What follows belongs to an exercise in optimizing a design on an open flow for small area and a short achievable clock period; a production flow would make more cautious choices.
The RTL was checked by simulation tests, not by an equivalence proof against the original design.

**design/flow/design.v**
```verilog
module square_cell #(
	parameter J = 1
)(
	input  [J:0]   r,      
	input  [J-1:0] qn,     
	input  [1:0]   b,      
	output [J+1:0] nr,
	output [J:0]   nqn
);
	wire [J+2:0] d = {r, b} + {1'b1, qn, 2'b11};
	wire ge = ~d[J+2];
	assign nqn = {qn, ~ge};
	assign nr = ge ? d[J+1:0] : {r[J-1:0], b};
endmodule
module square_cell4 #(
	parameter J = 1
)(
	input  [J:0]   r,      
	input  [J-1:0] qn,     
	input  [3:0]   b,      
	output [J+2:0] nr,
	output [J+1:0] nqn
);
	wire [J+5:0] t = {1'b0, r, b};
	wire [J+5:0] d1 = t + {3'b111, qn, 3'b111};             
	wire [J+5:0] d2 = t + {2'b11, qn, 4'b1100};             
	wire [J+5:0] d3 = t + {3'b111, qn, 3'b000} + {2'b11, qn, 4'b1111};  
	wire ge1 = ~d1[J+5];
	wire ge2 = ~d2[J+5];
	wire ge3 = ~d3[J+5];
	assign nqn = {qn, ~ge2, ~((ge1 & ~ge2) | ge3)};
	assign nr = ge3 ? d3[J+2:0] : ge2 ? d2[J+2:0] : ge1 ? d1[J+2:0] : t[J+2:0];
endmodule
module square_extractor #(
	parameter WIDTH = 32
)(
	input clk,     
	input rst_n,   
	input din_valid,
	input [2 * WIDTH - 1:0]radicand,
	output dout_valid,
	output [WIDTH - 1:0]dout,
	output [2 * WIDTH - 1:0]remainder
);
	reg [2:0] qn3;
	reg [3:0] r3;
	always @(*)
		case (radicand[63:58])
			6'd0: begin qn3 = 3'd7; r3 = 4'd0; end
			6'd1: begin qn3 = 3'd6; r3 = 4'd0; end
			6'd2: begin qn3 = 3'd6; r3 = 4'd1; end
			6'd3: begin qn3 = 3'd6; r3 = 4'd2; end
			6'd4: begin qn3 = 3'd5; r3 = 4'd0; end
			6'd5: begin qn3 = 3'd5; r3 = 4'd1; end
			6'd6: begin qn3 = 3'd5; r3 = 4'd2; end
			6'd7: begin qn3 = 3'd5; r3 = 4'd3; end
			6'd8: begin qn3 = 3'd5; r3 = 4'd4; end
			6'd9: begin qn3 = 3'd4; r3 = 4'd0; end
			6'd10: begin qn3 = 3'd4; r3 = 4'd1; end
			6'd11: begin qn3 = 3'd4; r3 = 4'd2; end
			6'd12: begin qn3 = 3'd4; r3 = 4'd3; end
			6'd13: begin qn3 = 3'd4; r3 = 4'd4; end
			6'd14: begin qn3 = 3'd4; r3 = 4'd5; end
			6'd15: begin qn3 = 3'd4; r3 = 4'd6; end
			6'd16: begin qn3 = 3'd3; r3 = 4'd0; end
			6'd17: begin qn3 = 3'd3; r3 = 4'd1; end
			6'd18: begin qn3 = 3'd3; r3 = 4'd2; end
			6'd19: begin qn3 = 3'd3; r3 = 4'd3; end
			6'd20: begin qn3 = 3'd3; r3 = 4'd4; end
			6'd21: begin qn3 = 3'd3; r3 = 4'd5; end
			6'd22: begin qn3 = 3'd3; r3 = 4'd6; end
			6'd23: begin qn3 = 3'd3; r3 = 4'd7; end
			6'd24: begin qn3 = 3'd3; r3 = 4'd8; end
			6'd25: begin qn3 = 3'd2; r3 = 4'd0; end
			6'd26: begin qn3 = 3'd2; r3 = 4'd1; end
			6'd27: begin qn3 = 3'd2; r3 = 4'd2; end
			6'd28: begin qn3 = 3'd2; r3 = 4'd3; end
			6'd29: begin qn3 = 3'd2; r3 = 4'd4; end
			6'd30: begin qn3 = 3'd2; r3 = 4'd5; end
			6'd31: begin qn3 = 3'd2; r3 = 4'd6; end
			6'd32: begin qn3 = 3'd2; r3 = 4'd7; end
			6'd33: begin qn3 = 3'd2; r3 = 4'd8; end
			6'd34: begin qn3 = 3'd2; r3 = 4'd9; end
			6'd35: begin qn3 = 3'd2; r3 = 4'd10; end
			6'd36: begin qn3 = 3'd1; r3 = 4'd0; end
			6'd37: begin qn3 = 3'd1; r3 = 4'd1; end
			6'd38: begin qn3 = 3'd1; r3 = 4'd2; end
			6'd39: begin qn3 = 3'd1; r3 = 4'd3; end
			6'd40: begin qn3 = 3'd1; r3 = 4'd4; end
			6'd41: begin qn3 = 3'd1; r3 = 4'd5; end
			6'd42: begin qn3 = 3'd1; r3 = 4'd6; end
			6'd43: begin qn3 = 3'd1; r3 = 4'd7; end
			6'd44: begin qn3 = 3'd1; r3 = 4'd8; end
			6'd45: begin qn3 = 3'd1; r3 = 4'd9; end
			6'd46: begin qn3 = 3'd1; r3 = 4'd10; end
			6'd47: begin qn3 = 3'd1; r3 = 4'd11; end
			6'd48: begin qn3 = 3'd1; r3 = 4'd12; end
			6'd49: begin qn3 = 3'd0; r3 = 4'd0; end
			6'd50: begin qn3 = 3'd0; r3 = 4'd1; end
			6'd51: begin qn3 = 3'd0; r3 = 4'd2; end
			6'd52: begin qn3 = 3'd0; r3 = 4'd3; end
			6'd53: begin qn3 = 3'd0; r3 = 4'd4; end
			6'd54: begin qn3 = 3'd0; r3 = 4'd5; end
			6'd55: begin qn3 = 3'd0; r3 = 4'd6; end
			6'd56: begin qn3 = 3'd0; r3 = 4'd7; end
			6'd57: begin qn3 = 3'd0; r3 = 4'd8; end
			6'd58: begin qn3 = 3'd0; r3 = 4'd9; end
			6'd59: begin qn3 = 3'd0; r3 = 4'd10; end
			6'd60: begin qn3 = 3'd0; r3 = 4'd11; end
			6'd61: begin qn3 = 3'd0; r3 = 4'd12; end
			6'd62: begin qn3 = 3'd0; r3 = 4'd13; end
			6'd63: begin qn3 = 3'd0; r3 = 4'd14; end
			default: begin qn3 = 3'd0; r3 = 4'd0; end
		endcase
	wire [57:0] x3 = radicand[57:0];
	reg v_s0;
	reg [2:0] qn_s0;
	reg [3:0] r_s0;
	reg [57:0] x_s0;
	always @(posedge clk or negedge rst_n)
		if (!rst_n) v_s0 <= 1'b0;
		else v_s0 <= din_valid;
	always @(posedge clk) begin qn_s0 <= qn3; r_s0 <= r3; x_s0 <= x3; end
	wire [3:0] qn4;
	wire [4:0] r4;
	square_cell #(.J(3)) u_step3 (.r(r_s0), .qn(qn_s0), .b(x_s0[57:56]), .nr(r4), .nqn(qn4));
	wire [55:0] x4 = x_s0[55:0];
	reg v_s1;
	reg [3:0] qn_s1;
	reg [4:0] r_s1;
	reg [55:0] x_s1;
	always @(posedge clk or negedge rst_n)
		if (!rst_n) v_s1 <= 1'b0;
		else v_s1 <= v_s0;
	always @(posedge clk) begin qn_s1 <= qn4; r_s1 <= r4; x_s1 <= x4; end
	wire [4:0] qn5;
	wire [5:0] r5;
	square_cell #(.J(4)) u_step4 (.r(r_s1), .qn(qn_s1), .b(x_s1[55:54]), .nr(r5), .nqn(qn5));
	wire [53:0] x5 = x_s1[53:0];
	reg v_s2;
	reg [4:0] qn_s2;
	reg [5:0] r_s2;
	reg [53:0] x_s2;
	always @(posedge clk or negedge rst_n)
		if (!rst_n) v_s2 <= 1'b0;
		else v_s2 <= v_s1;
	always @(posedge clk) begin qn_s2 <= qn5; r_s2 <= r5; x_s2 <= x5; end
	wire [5:0] qn6;
	wire [6:0] r6;
	square_cell #(.J(5)) u_step5 (.r(r_s2), .qn(qn_s2), .b(x_s2[53:52]), .nr(r6), .nqn(qn6));
	wire [51:0] x6 = x_s2[51:0];
	reg v_s3;
	reg [5:0] qn_s3;
	reg [6:0] r_s3;
	reg [51:0] x_s3;
	always @(posedge clk or negedge rst_n)
		if (!rst_n) v_s3 <= 1'b0;
		else v_s3 <= v_s2;
	always @(posedge clk) begin qn_s3 <= qn6; r_s3 <= r6; x_s3 <= x6; end
	wire [6:0] qn7;
	wire [7:0] r7;
	square_cell #(.J(6)) u_step6 (.r(r_s3), .qn(qn_s3), .b(x_s3[51:50]), .nr(r7), .nqn(qn7));
	wire [49:0] x7 = x_s3[49:0];
	reg v_s4;
	reg [6:0] qn_s4;
	reg [7:0] r_s4;
	reg [49:0] x_s4;
	always @(posedge clk or negedge rst_n)
		if (!rst_n) v_s4 <= 1'b0;
		else v_s4 <= v_s3;
	always @(posedge clk) begin qn_s4 <= qn7; r_s4 <= r7; x_s4 <= x7; end
	wire [7:0] qn8;
	wire [8:0] r8;
	square_cell #(.J(7)) u_step7 (.r(r_s4), .qn(qn_s4), .b(x_s4[49:48]), .nr(r8), .nqn(qn8));
	wire [47:0] x8 = x_s4[47:0];
	reg v_s5;
	reg [7:0] qn_s5;
	reg [8:0] r_s5;
	reg [47:0] x_s5;
	always @(posedge clk or negedge rst_n)
		if (!rst_n) v_s5 <= 1'b0;
		else v_s5 <= v_s4;
	always @(posedge clk) begin qn_s5 <= qn8; r_s5 <= r8; x_s5 <= x8; end
	wire [8:0] qn9;
	wire [9:0] r9;
	square_cell #(.J(8)) u_step8 (.r(r_s5), .qn(qn_s5), .b(x_s5[47:46]), .nr(r9), .nqn(qn9));
	wire [45:0] x9 = x_s5[45:0];
	reg v_s6;
	reg [8:0] qn_s6;
	reg [9:0] r_s6;
	reg [45:0] x_s6;
	always @(posedge clk or negedge rst_n)
		if (!rst_n) v_s6 <= 1'b0;
		else v_s6 <= v_s5;
	always @(posedge clk) begin qn_s6 <= qn9; r_s6 <= r9; x_s6 <= x9; end
	wire [9:0] qn10;
	wire [10:0] r10;
	square_cell #(.J(9)) u_step9 (.r(r_s6), .qn(qn_s6), .b(x_s6[45:44]), .nr(r10), .nqn(qn10));
	wire [43:0] x10 = x_s6[43:0];
	reg v_s7;
	reg [9:0] qn_s7;
	reg [10:0] r_s7;
	reg [43:0] x_s7;
	always @(posedge clk or negedge rst_n)
		if (!rst_n) v_s7 <= 1'b0;
		else v_s7 <= v_s6;
	always @(posedge clk) begin qn_s7 <= qn10; r_s7 <= r10; x_s7 <= x10; end
	wire [10:0] qn11;
	wire [11:0] r11;
	square_cell #(.J(10)) u_step10 (.r(r_s7), .qn(qn_s7), .b(x_s7[43:42]), .nr(r11), .nqn(qn11));
	wire [41:0] x11 = x_s7[41:0];
	reg v_s8;
	reg [10:0] qn_s8;
	reg [11:0] r_s8;
	reg [41:0] x_s8;
	always @(posedge clk or negedge rst_n)
		if (!rst_n) v_s8 <= 1'b0;
		else v_s8 <= v_s7;
	always @(posedge clk) begin qn_s8 <= qn11; r_s8 <= r11; x_s8 <= x11; end
	wire [11:0] qn12;
	wire [12:0] r12;
	square_cell #(.J(11)) u_step11 (.r(r_s8), .qn(qn_s8), .b(x_s8[41:40]), .nr(r12), .nqn(qn12));
	wire [39:0] x12 = x_s8[39:0];
	reg v_s9;
	reg [11:0] qn_s9;
	reg [12:0] r_s9;
	reg [39:0] x_s9;
	always @(posedge clk or negedge rst_n)
		if (!rst_n) v_s9 <= 1'b0;
		else v_s9 <= v_s8;
	always @(posedge clk) begin qn_s9 <= qn12; r_s9 <= r12; x_s9 <= x12; end
	wire [12:0] qn13;
	wire [13:0] r13;
	square_cell #(.J(12)) u_step12 (.r(r_s9), .qn(qn_s9), .b(x_s9[39:38]), .nr(r13), .nqn(qn13));
	wire [37:0] x13 = x_s9[37:0];
	reg v_s10;
	reg [12:0] qn_s10;
	reg [13:0] r_s10;
	reg [37:0] x_s10;
	always @(posedge clk or negedge rst_n)
		if (!rst_n) v_s10 <= 1'b0;
		else v_s10 <= v_s9;
	always @(posedge clk) begin qn_s10 <= qn13; r_s10 <= r13; x_s10 <= x13; end
	wire [13:0] qn14;
	wire [14:0] r14;
	square_cell #(.J(13)) u_step13 (.r(r_s10), .qn(qn_s10), .b(x_s10[37:36]), .nr(r14), .nqn(qn14));
	wire [35:0] x14 = x_s10[35:0];
	reg v_s11;
	reg [13:0] qn_s11;
	reg [14:0] r_s11;
	reg [35:0] x_s11;
	always @(posedge clk or negedge rst_n)
		if (!rst_n) v_s11 <= 1'b0;
		else v_s11 <= v_s10;
	always @(posedge clk) begin qn_s11 <= qn14; r_s11 <= r14; x_s11 <= x14; end
	wire [14:0] qn15;
	wire [15:0] r15;
	square_cell #(.J(14)) u_step14 (.r(r_s11), .qn(qn_s11), .b(x_s11[35:34]), .nr(r15), .nqn(qn15));
	wire [33:0] x15 = x_s11[33:0];
	reg v_s12;
	reg [14:0] qn_s12;
	reg [15:0] r_s12;
	reg [33:0] x_s12;
	always @(posedge clk or negedge rst_n)
		if (!rst_n) v_s12 <= 1'b0;
		else v_s12 <= v_s11;
	always @(posedge clk) begin qn_s12 <= qn15; r_s12 <= r15; x_s12 <= x15; end
	wire [15:0] qn16;
	wire [16:0] r16;
	square_cell #(.J(15)) u_step15 (.r(r_s12), .qn(qn_s12), .b(x_s12[33:32]), .nr(r16), .nqn(qn16));
	wire [31:0] x16 = x_s12[31:0];
	reg v_s13;
	reg [15:0] qn_s13;
	reg [16:0] r_s13;
	reg [31:0] x_s13;
	always @(posedge clk or negedge rst_n)
		if (!rst_n) v_s13 <= 1'b0;
		else v_s13 <= v_s12;
	always @(posedge clk) begin qn_s13 <= qn16; r_s13 <= r16; x_s13 <= x16; end
	wire [16:0] qn17;
	wire [17:0] r17;
	square_cell #(.J(16)) u_step16 (.r(r_s13), .qn(qn_s13), .b(x_s13[31:30]), .nr(r17), .nqn(qn17));
	wire [29:0] x17 = x_s13[29:0];
	reg v_s14;
	reg [16:0] qn_s14;
	reg [17:0] r_s14;
	reg [29:0] x_s14;
	always @(posedge clk or negedge rst_n)
		if (!rst_n) v_s14 <= 1'b0;
		else v_s14 <= v_s13;
	always @(posedge clk) begin qn_s14 <= qn17; r_s14 <= r17; x_s14 <= x17; end
	wire [17:0] qn18;
	wire [18:0] r18;
	square_cell #(.J(17)) u_step17 (.r(r_s14), .qn(qn_s14), .b(x_s14[29:28]), .nr(r18), .nqn(qn18));
	wire [27:0] x18 = x_s14[27:0];
	reg v_s15;
	reg [17:0] qn_s15;
	reg [18:0] r_s15;
	reg [27:0] x_s15;
	always @(posedge clk or negedge rst_n)
		if (!rst_n) v_s15 <= 1'b0;
		else v_s15 <= v_s14;
	always @(posedge clk) begin qn_s15 <= qn18; r_s15 <= r18; x_s15 <= x18; end
	wire [18:0] qn19;
	wire [19:0] r19;
	square_cell #(.J(18)) u_step18 (.r(r_s15), .qn(qn_s15), .b(x_s15[27:26]), .nr(r19), .nqn(qn19));
	wire [25:0] x19 = x_s15[25:0];
	reg v_s16;
	reg [18:0] qn_s16;
	reg [19:0] r_s16;
	reg [25:0] x_s16;
	always @(posedge clk or negedge rst_n)
		if (!rst_n) v_s16 <= 1'b0;
		else v_s16 <= v_s15;
	always @(posedge clk) begin qn_s16 <= qn19; r_s16 <= r19; x_s16 <= x19; end
	wire [19:0] qn20;
	wire [20:0] r20;
	square_cell #(.J(19)) u_step19 (.r(r_s16), .qn(qn_s16), .b(x_s16[25:24]), .nr(r20), .nqn(qn20));
	wire [23:0] x20 = x_s16[23:0];
	reg v_s17;
	reg [19:0] qn_s17;
	reg [20:0] r_s17;
	reg [23:0] x_s17;
	always @(posedge clk or negedge rst_n)
		if (!rst_n) v_s17 <= 1'b0;
		else v_s17 <= v_s16;
	always @(posedge clk) begin qn_s17 <= qn20; r_s17 <= r20; x_s17 <= x20; end
	wire [20:0] qn21;
	wire [21:0] r21;
	square_cell #(.J(20)) u_step20 (.r(r_s17), .qn(qn_s17), .b(x_s17[23:22]), .nr(r21), .nqn(qn21));
	wire [21:0] x21 = x_s17[21:0];
	reg v_s18;
	reg [20:0] qn_s18;
	reg [21:0] r_s18;
	reg [21:0] x_s18;
	always @(posedge clk or negedge rst_n)
		if (!rst_n) v_s18 <= 1'b0;
		else v_s18 <= v_s17;
	always @(posedge clk) begin qn_s18 <= qn21; r_s18 <= r21; x_s18 <= x21; end
	wire [21:0] qn22;
	wire [22:0] r22;
	square_cell #(.J(21)) u_step21 (.r(r_s18), .qn(qn_s18), .b(x_s18[21:20]), .nr(r22), .nqn(qn22));
	wire [19:0] x22 = x_s18[19:0];
	reg v_s19;
	reg [21:0] qn_s19;
	reg [22:0] r_s19;
	reg [19:0] x_s19;
	always @(posedge clk or negedge rst_n)
		if (!rst_n) v_s19 <= 1'b0;
		else v_s19 <= v_s18;
	always @(posedge clk) begin qn_s19 <= qn22; r_s19 <= r22; x_s19 <= x22; end
	wire [22:0] qn23;
	wire [23:0] r23;
	square_cell #(.J(22)) u_step22 (.r(r_s19), .qn(qn_s19), .b(x_s19[19:18]), .nr(r23), .nqn(qn23));
	wire [17:0] x23 = x_s19[17:0];
	reg v_s20;
	reg [22:0] qn_s20;
	reg [23:0] r_s20;
	reg [17:0] x_s20;
	always @(posedge clk or negedge rst_n)
		if (!rst_n) v_s20 <= 1'b0;
		else v_s20 <= v_s19;
	always @(posedge clk) begin qn_s20 <= qn23; r_s20 <= r23; x_s20 <= x23; end
	wire [23:0] qn24;
	wire [24:0] r24;
	square_cell #(.J(23)) u_step23 (.r(r_s20), .qn(qn_s20), .b(x_s20[17:16]), .nr(r24), .nqn(qn24));
	wire [15:0] x24 = x_s20[15:0];
	reg v_s21;
	reg [23:0] qn_s21;
	reg [24:0] r_s21;
	reg [15:0] x_s21;
	always @(posedge clk or negedge rst_n)
		if (!rst_n) v_s21 <= 1'b0;
		else v_s21 <= v_s20;
	always @(posedge clk) begin qn_s21 <= qn24; r_s21 <= r24; x_s21 <= x24; end
	wire [24:0] qn25;
	wire [25:0] r25;
	square_cell #(.J(24)) u_step24 (.r(r_s21), .qn(qn_s21), .b(x_s21[15:14]), .nr(r25), .nqn(qn25));
	wire [13:0] x25 = x_s21[13:0];
	reg v_s22;
	reg [24:0] qn_s22;
	reg [25:0] r_s22;
	reg [13:0] x_s22;
	always @(posedge clk or negedge rst_n)
		if (!rst_n) v_s22 <= 1'b0;
		else v_s22 <= v_s21;
	always @(posedge clk) begin qn_s22 <= qn25; r_s22 <= r25; x_s22 <= x25; end
	wire [25:0] qn26;
	wire [26:0] r26;
	square_cell #(.J(25)) u_step25 (.r(r_s22), .qn(qn_s22), .b(x_s22[13:12]), .nr(r26), .nqn(qn26));
	wire [11:0] x26 = x_s22[11:0];
	reg v_s23;
	reg [25:0] qn_s23;
	reg [26:0] r_s23;
	reg [11:0] x_s23;
	always @(posedge clk or negedge rst_n)
		if (!rst_n) v_s23 <= 1'b0;
		else v_s23 <= v_s22;
	always @(posedge clk) begin qn_s23 <= qn26; r_s23 <= r26; x_s23 <= x26; end
	wire [26:0] qn27;
	wire [27:0] r27;
	square_cell #(.J(26)) u_step26 (.r(r_s23), .qn(qn_s23), .b(x_s23[11:10]), .nr(r27), .nqn(qn27));
	wire [9:0] x27 = x_s23[9:0];
	reg v_s24;
	reg [26:0] qn_s24;
	reg [27:0] r_s24;
	reg [9:0] x_s24;
	always @(posedge clk or negedge rst_n)
		if (!rst_n) v_s24 <= 1'b0;
		else v_s24 <= v_s23;
	always @(posedge clk) begin qn_s24 <= qn27; r_s24 <= r27; x_s24 <= x27; end
	wire [27:0] qn28;
	wire [28:0] r28;
	square_cell #(.J(27)) u_step27 (.r(r_s24), .qn(qn_s24), .b(x_s24[9:8]), .nr(r28), .nqn(qn28));
	wire [7:0] x28 = x_s24[7:0];
	reg v_s25;
	reg [27:0] qn_s25;
	reg [28:0] r_s25;
	reg [7:0] x_s25;
	always @(posedge clk or negedge rst_n)
		if (!rst_n) v_s25 <= 1'b0;
		else v_s25 <= v_s24;
	always @(posedge clk) begin qn_s25 <= qn28; r_s25 <= r28; x_s25 <= x28; end
	wire [28:0] qn29;
	wire [29:0] r29;
	square_cell #(.J(28)) u_step28 (.r(r_s25), .qn(qn_s25), .b(x_s25[7:6]), .nr(r29), .nqn(qn29));
	wire [5:0] x29 = x_s25[5:0];
	reg v_s26;
	reg [28:0] qn_s26;
	reg [29:0] r_s26;
	reg [5:0] x_s26;
	always @(posedge clk or negedge rst_n)
		if (!rst_n) v_s26 <= 1'b0;
		else v_s26 <= v_s25;
	always @(posedge clk) begin qn_s26 <= qn29; r_s26 <= r29; x_s26 <= x29; end
	wire [29:0] qn30;
	wire [30:0] r30;
	square_cell #(.J(29)) u_step29 (.r(r_s26), .qn(qn_s26), .b(x_s26[5:4]), .nr(r30), .nqn(qn30));
	wire [3:0] x30 = x_s26[3:0];
	reg v_s27;
	reg [29:0] qn_s27;
	reg [30:0] r_s27;
	reg [3:0] x_s27;
	always @(posedge clk or negedge rst_n)
		if (!rst_n) v_s27 <= 1'b0;
		else v_s27 <= v_s26;
	always @(posedge clk) begin qn_s27 <= qn30; r_s27 <= r30; x_s27 <= x30; end
	wire [30:0] qn31;
	wire [31:0] r31;
	square_cell #(.J(30)) u_step30 (.r(r_s27), .qn(qn_s27), .b(x_s27[3:2]), .nr(r31), .nqn(qn31));
	wire [1:0] x31 = x_s27[1:0];
	reg v_s28;
	reg [30:0] qn_s28;
	reg [31:0] r_s28;
	reg [1:0] x_s28;
	always @(posedge clk or negedge rst_n)
		if (!rst_n) v_s28 <= 1'b0;
		else v_s28 <= v_s27;
	always @(posedge clk) begin qn_s28 <= qn31; r_s28 <= r31; x_s28 <= x31; end
	wire [31:0] qn32;
	wire [32:0] r32;
	square_cell #(.J(31)) u_step31 (.r(r_s28), .qn(qn_s28), .b(x_s28[1:0]), .nr(r32), .nqn(qn32));
	reg v_s29;
	reg [31:0] qn_s29;
	reg [32:0] r_s29;
	always @(posedge clk or negedge rst_n)
		if (!rst_n) v_s29 <= 1'b0;
		else v_s29 <= v_s28;
	always @(posedge clk) begin qn_s29 <= qn32; r_s29 <= r32; end
	assign dout_valid = v_s29;
	assign dout = ~qn_s29;
	assign remainder = {31'b0, r_s29};
endmodule
```
**design/flow/run.sh**
```bash
#!/bin/bash
# synth_recipe.tcl (not shown) runs the flow's synth.tcl, then flattens the netlist and writes it again
# the make line also repeats each setting of config.mk as NAME=value (left out here)
make -C /OpenROAD-flow-scripts/flow DESIGN_CONFIG=/design/flow/config.mk WORK_HOME=/design/flow/orfs CLKGATE_MAP_FILE= SYNTH_SCRIPT=/design/flow/synth_recipe.tcl finish
```
**design/flow/config.mk**
```make
export PLATFORM = sky130hd
export DESIGN_NAME = square_extractor
export DESIGN_NICKNAME = square_extractor
export VERILOG_FILES = /design/flow/design.v
export SDC_FILE = /design/flow/constraint.sdc
export NUM_CORES = 8
export LEC_CHECK = 0
export ABC_AREA = 1
export CAP_MARGIN = 20
export CORE_MARGIN = 2
export CORE_UTILIZATION = 40
export CTS_CLUSTER_DIAMETER = 60
export CTS_CLUSTER_SIZE = 30
export SETUP_SLACK_MARGIN = 3
export SLEW_MARGIN = 20
```
**design/flow/constraint.sdc**
```tcl
create_clock -name core_clock -period 5.5 [get_ports {clk}]
set_input_delay 1.1000 -clock core_clock [delete_from_list [all_inputs] [get_ports {clk}]]
set_output_delay 1.1000 -clock core_clock [all_outputs]
set_load 0.01 [all_outputs]
```
==> notes.md <==
-- layout make-up --
class / instances / area (um^2) / area share [%]
repair buffers: 161 / 1430 / 1.55
diodes: 2 / 5.00 / 0.00546
inverters: 1095 / 4110 / 4.48
clock buffers: 149 / 3660 / 4.00
multi-input cells: 6933 / 37300 / 40.7
clock inverters: 113 / 1950 / 2.13
well taps: 2656 / 3320 / 3.63
flip-flops and latches: 1980 / 39900 / 43.5
-- placed cells by master (no fill, tap or decap), drive strengths merged, types with 8 or more instances in the layout --
master         netlist  routed
a21o                39      39
clkdlybuf4s50        0      66
nand4              163     163
buf                137      95
nand3b              15      15
o21a                20      20
nor3                82      82
a31oi               11      11
bufinv               0       8
o21bai              67      67
xor2               243     243
dfrtp               30      30
o21ai              354     354
inv               1095    1151
nand2             3418    3434
clkbuf               6     149
clkinv               0      43
a21oi              524     524
nand3              679     682
xnor2               77      77
nor2               591     591
dfxtp             1950    1950
a21boi               8       8
nor4                 8       8
and2                26      26
conb                 1      31
or2                  8       8
ha                 529     529
-- repair_timing --
item / in CTS / in global routing
gates resized for setup: 395 / 209
setup buffers: 0 / 27
hold buffers: 0 / 0
pin swaps: 8 / 37
cloned: 6 / 13
endpoints found under the setup margin: 461 / 409
-- final timing paths --
kind                                endpoint          startpoint
max in group asynchronous    v_s26$_DFF_PN0_               rst_n
min in group asynchronous     v_s0$_DFF_PN0_               rst_n
max reg2reg                r_s20[19]$_DFF_P_  qn_s19[16]$_DFF_P_
min                        x_s17[16]$_DFF_P_   x_s16[16]$_DFF_P_
min reg2reg                x_s17[16]$_DFF_P_   x_s16[16]$_DFF_P_
max                                  dout[5]   qn_s29[5]$_DFF_P_
-- worst register-to-register path: cells and delay by family, from the launching register on --
| family | cells | cell delay, ns |
|---|---|---|
| adder cells (fa/ha/maj) | 1 | 0.37 |
| AO/OA/AOI/OAI | 1 | 0.12 |
| flip-flops | 1 | 0.50 |
| AND/OR/NAND/NOR | 9 | 1.29 |
-- logic make-up (layout without fill, tap and decap cells) --
logic type | Yosys count | in the layout | synth area share (%)
flip-flops | 1980 | 1980 | 49.4
XOR/XNOR | 320 | 320 | 3.49
adder cells (fa/ha/maj) | 529 | 529 | 8.21
AO/OA/AOI/OAI | 1041 | 1041 | 7.01
other | 1 | 33 | 0.00465
buffers and inverters | 1238 | 1518 | 6.35
AND/OR/NAND/NOR | 4993 | 5012 | 25.6
-- flip-flops by register name (all words and copies together) (netlist names), 31 cells and up --
| signal | cells |
|---|---|
| r_s27 | 31 |
| x_s4 | 50 |
| qn_s28 | 31 |
| x_s3 | 52 |
| x_s5 | 48 |
| x_s9 | 40 |
| r_s28 | 32 |
| x_s8 | 42 |
| x_s10 | 38 |
| x_s7 | 44 |
| qn_s29 | 32 |
| x_s6 | 46 |
| x_s2 | 54 |
| x_s0 | 58 |
| x_s1 | 56 |
| r_s29 | 33 |
| x_s12 | 34 |
| x_s11 | 36 |
| x_s13 | 32 |
-- per-stage QoR --
stage          setup WS (ns)  cell area [um^2]  utilization (%)  hold WS, ns
3_5_place_dp            2.56             84400             42.2        0.312
4_1_cts                 2.84             90300             45.1        0.300
2_1_floorplan           3.33             80700                -        0.310
5_1_grt                 2.95             91700             45.8        0.301
6_report                3.04             91700             45.8        0.305
3_3_place_gp            2.56             84400             42.2        0.310
-- routing by layer --
layer | vias up | track usage (%) | routed length [um]
met1 | 30052 | 28.5 | 104000
met5 | - | 0 | 0
met2 | 1655 | 37.2 | 110000
li1 | 32700 | - | -
met4 | 0 | 7.87 | 8170
met3 | 372 | 2.85 | 11500
==> results.json <==
{
  "vias": 64779,
  "critPathMaxStageDelay_ns": 0.37,
  "setup.worst_path.end_class": "output pin",
  "yosysTopAreaCell": "sky130_fd_sc_hd__dfxtp_1",
  "worst_clock_skew_ns": 0.0660,
  "reg2reg_slack_ns": 3.05,
  "ys_seq_area_share_pct": 49.4,
  "synth_area_um2": 80600,
  "maximum_number_of_pins_on_one_net_before_global_route_repair": 35,
  "hold_violations": 0,
  "slew_headroom_pct": 48.7,
  "start_util_pct": 40.3,
  "dpl.cell_count": 12779,
  "rows": 164,
  "ys.warnings.count": 1,
  "synth.cells.most_frequent": "sky130_fd_sc_hd__nand2_1, sky130_fd_sc_hd__dfxtp_1, sky130_fd_sc_hd__inv_1",
  "clockRootBuffer": "sky130_fd_sc_hd__clkbuf_16",
  "maxClockFrequency_mhz": 406,
  "cp_data_arrival_time_ns": 1.36,
  "crit_path_top_delay_cell": "sky130_fd_sc_hd__dfxtp_2",
  "cts_tree": "yes",
  "critPathTopFamily": "flip-flops",
  "number_of_antenna_violations_at_the_first_check_in_global_routing": 6,
  "layout_min_cycle_time_ns": 2.46,
  "synth_largest_type_area_fraction_pct": 48.4,
  "count_of_endpoints_failing_setup_in_the_final_report": 0,
  "first_pass_grt_wire_length_um": 353000,
  "worstSetupPathDepth": 2,
  "ctsHtreeMaxLevel": 4,
  "wl_per_cell_um": 17.8,
  "antenna_violating_nets_post_route": 0,
  "setup_total_negative_slack_ns": 0,
  "first_global_vias": 62236,
  "die-area_um2": 205000,
  "num-fill-cells": 19847,
  "ff2ff_path_depth": 11,
  "clk_pin_slew_worst_paths_ns": 0.10,
  "grt_usage_pct": 22.0,
  "holdPathStages": 0,
  "post-route-drc-count": 0,
  "syn_to_final_growth_pct": 13.7,
  "core_area_um2": 200000,
  "clkLatencyLatePin_ns": 0.84,
  "clock_sink_count": 1980,
  "place_hpwl_um": 183000,
  "required_ns": 4.40,
  "gpl.final_weighted_congestion": 0.942,
  "holdCritPathClass": "reg2reg",
  "tritoncts.num_buffers": 144,
  "run_status": "timing/DRC/antenna clean",
  "route.final.wire_length_um": 234000,
  "startpoint_type": "register",
  "timing_worst_slew_pin_value_ns": 0.769,
  "post_route_cells_drive_above_1_share_pct": 6.58,
  "final_min_period_over_clock_period_pct": 44.8,
  "synthTopCellsByArea": "sky130_fd_sc_hd__dfxtp_1, sky130_fd_sc_hd__nand2_1, sky130_fd_sc_hd__ha_1",
  "portBuffers": 132,
  "syn-mean-instance-area_um2": 7.98,
  "synth_async_sr_flop_share_pct": 1.52,
  "postSynth.topFlopCell": "sky130_fd_sc_hd__dfxtp_1",
  "io_pins": 164,
  "drv_slew": 0,
  "finish.net_count": 10911,
  "clock_tree.buffer_depth": 3,
  "path_max_fanout": 1,
  "yosys.cell_count.top_type": "sky130_fd_sc_hd__nand2_1",
  "synthCells": 10102,
  "ys_ff_latch": 1980,
  "unrepaired_setup_endpoints_after_global_routing": "true",
  "drv_cap": 0,
  "critical_path.cell_chain": "inv_2 -> buf_6",
  "finalNonFillerCells": 13089,
  "synth_cell_type_count": 52,
  "die_width_um": 453,
  "post_drt_via_cell_ratio": 4.95,
  "post_synth_edffs": 0,
  "detail_route.iter0.violations": 5007,
  "cp_num_buf_inv": 2,
  "worstSetupPathType": "reg2out",
  "drtPass1Iterations": 7,
  "die_height_um": 453,
  "grt.overflow.total": 0
}

## static timing again, ports no longer ideal
The flow's constraints put no driver on any port. The routed layout listed below was extracted and timed again, unchanged, in two steps.
Step 1 (the two cells are an assumption about what drives the block):
set clk [get_ports {clk}]
set_driving_cell -lib_cell sky130_fd_sc_hd__clkbuf_16 $clk
set_driving_cell -lib_cell sky130_fd_sc_hd__buf_2 [delete_from_list [all_inputs] $clk]
Step 2 moves the port delays by t, midway between the first and last clock arrival at a register: inputs arrive t later, outputs are due t later. That takes back most of the time a late clock gives input paths.
Slacks: ideal / step 1 / step 2; pairs: ideal / step 1.
t, ns: 0.903
slack for setup (ns): 3.038 / 2.951 / 2.626
worst register clock-pin slew, ns: 0.10 / 0.10
After both steps this run still meets setup and hold. For this run, drivers alone change the setup slack by -0.087 ns; drivers and shift together by -0.412 ns.
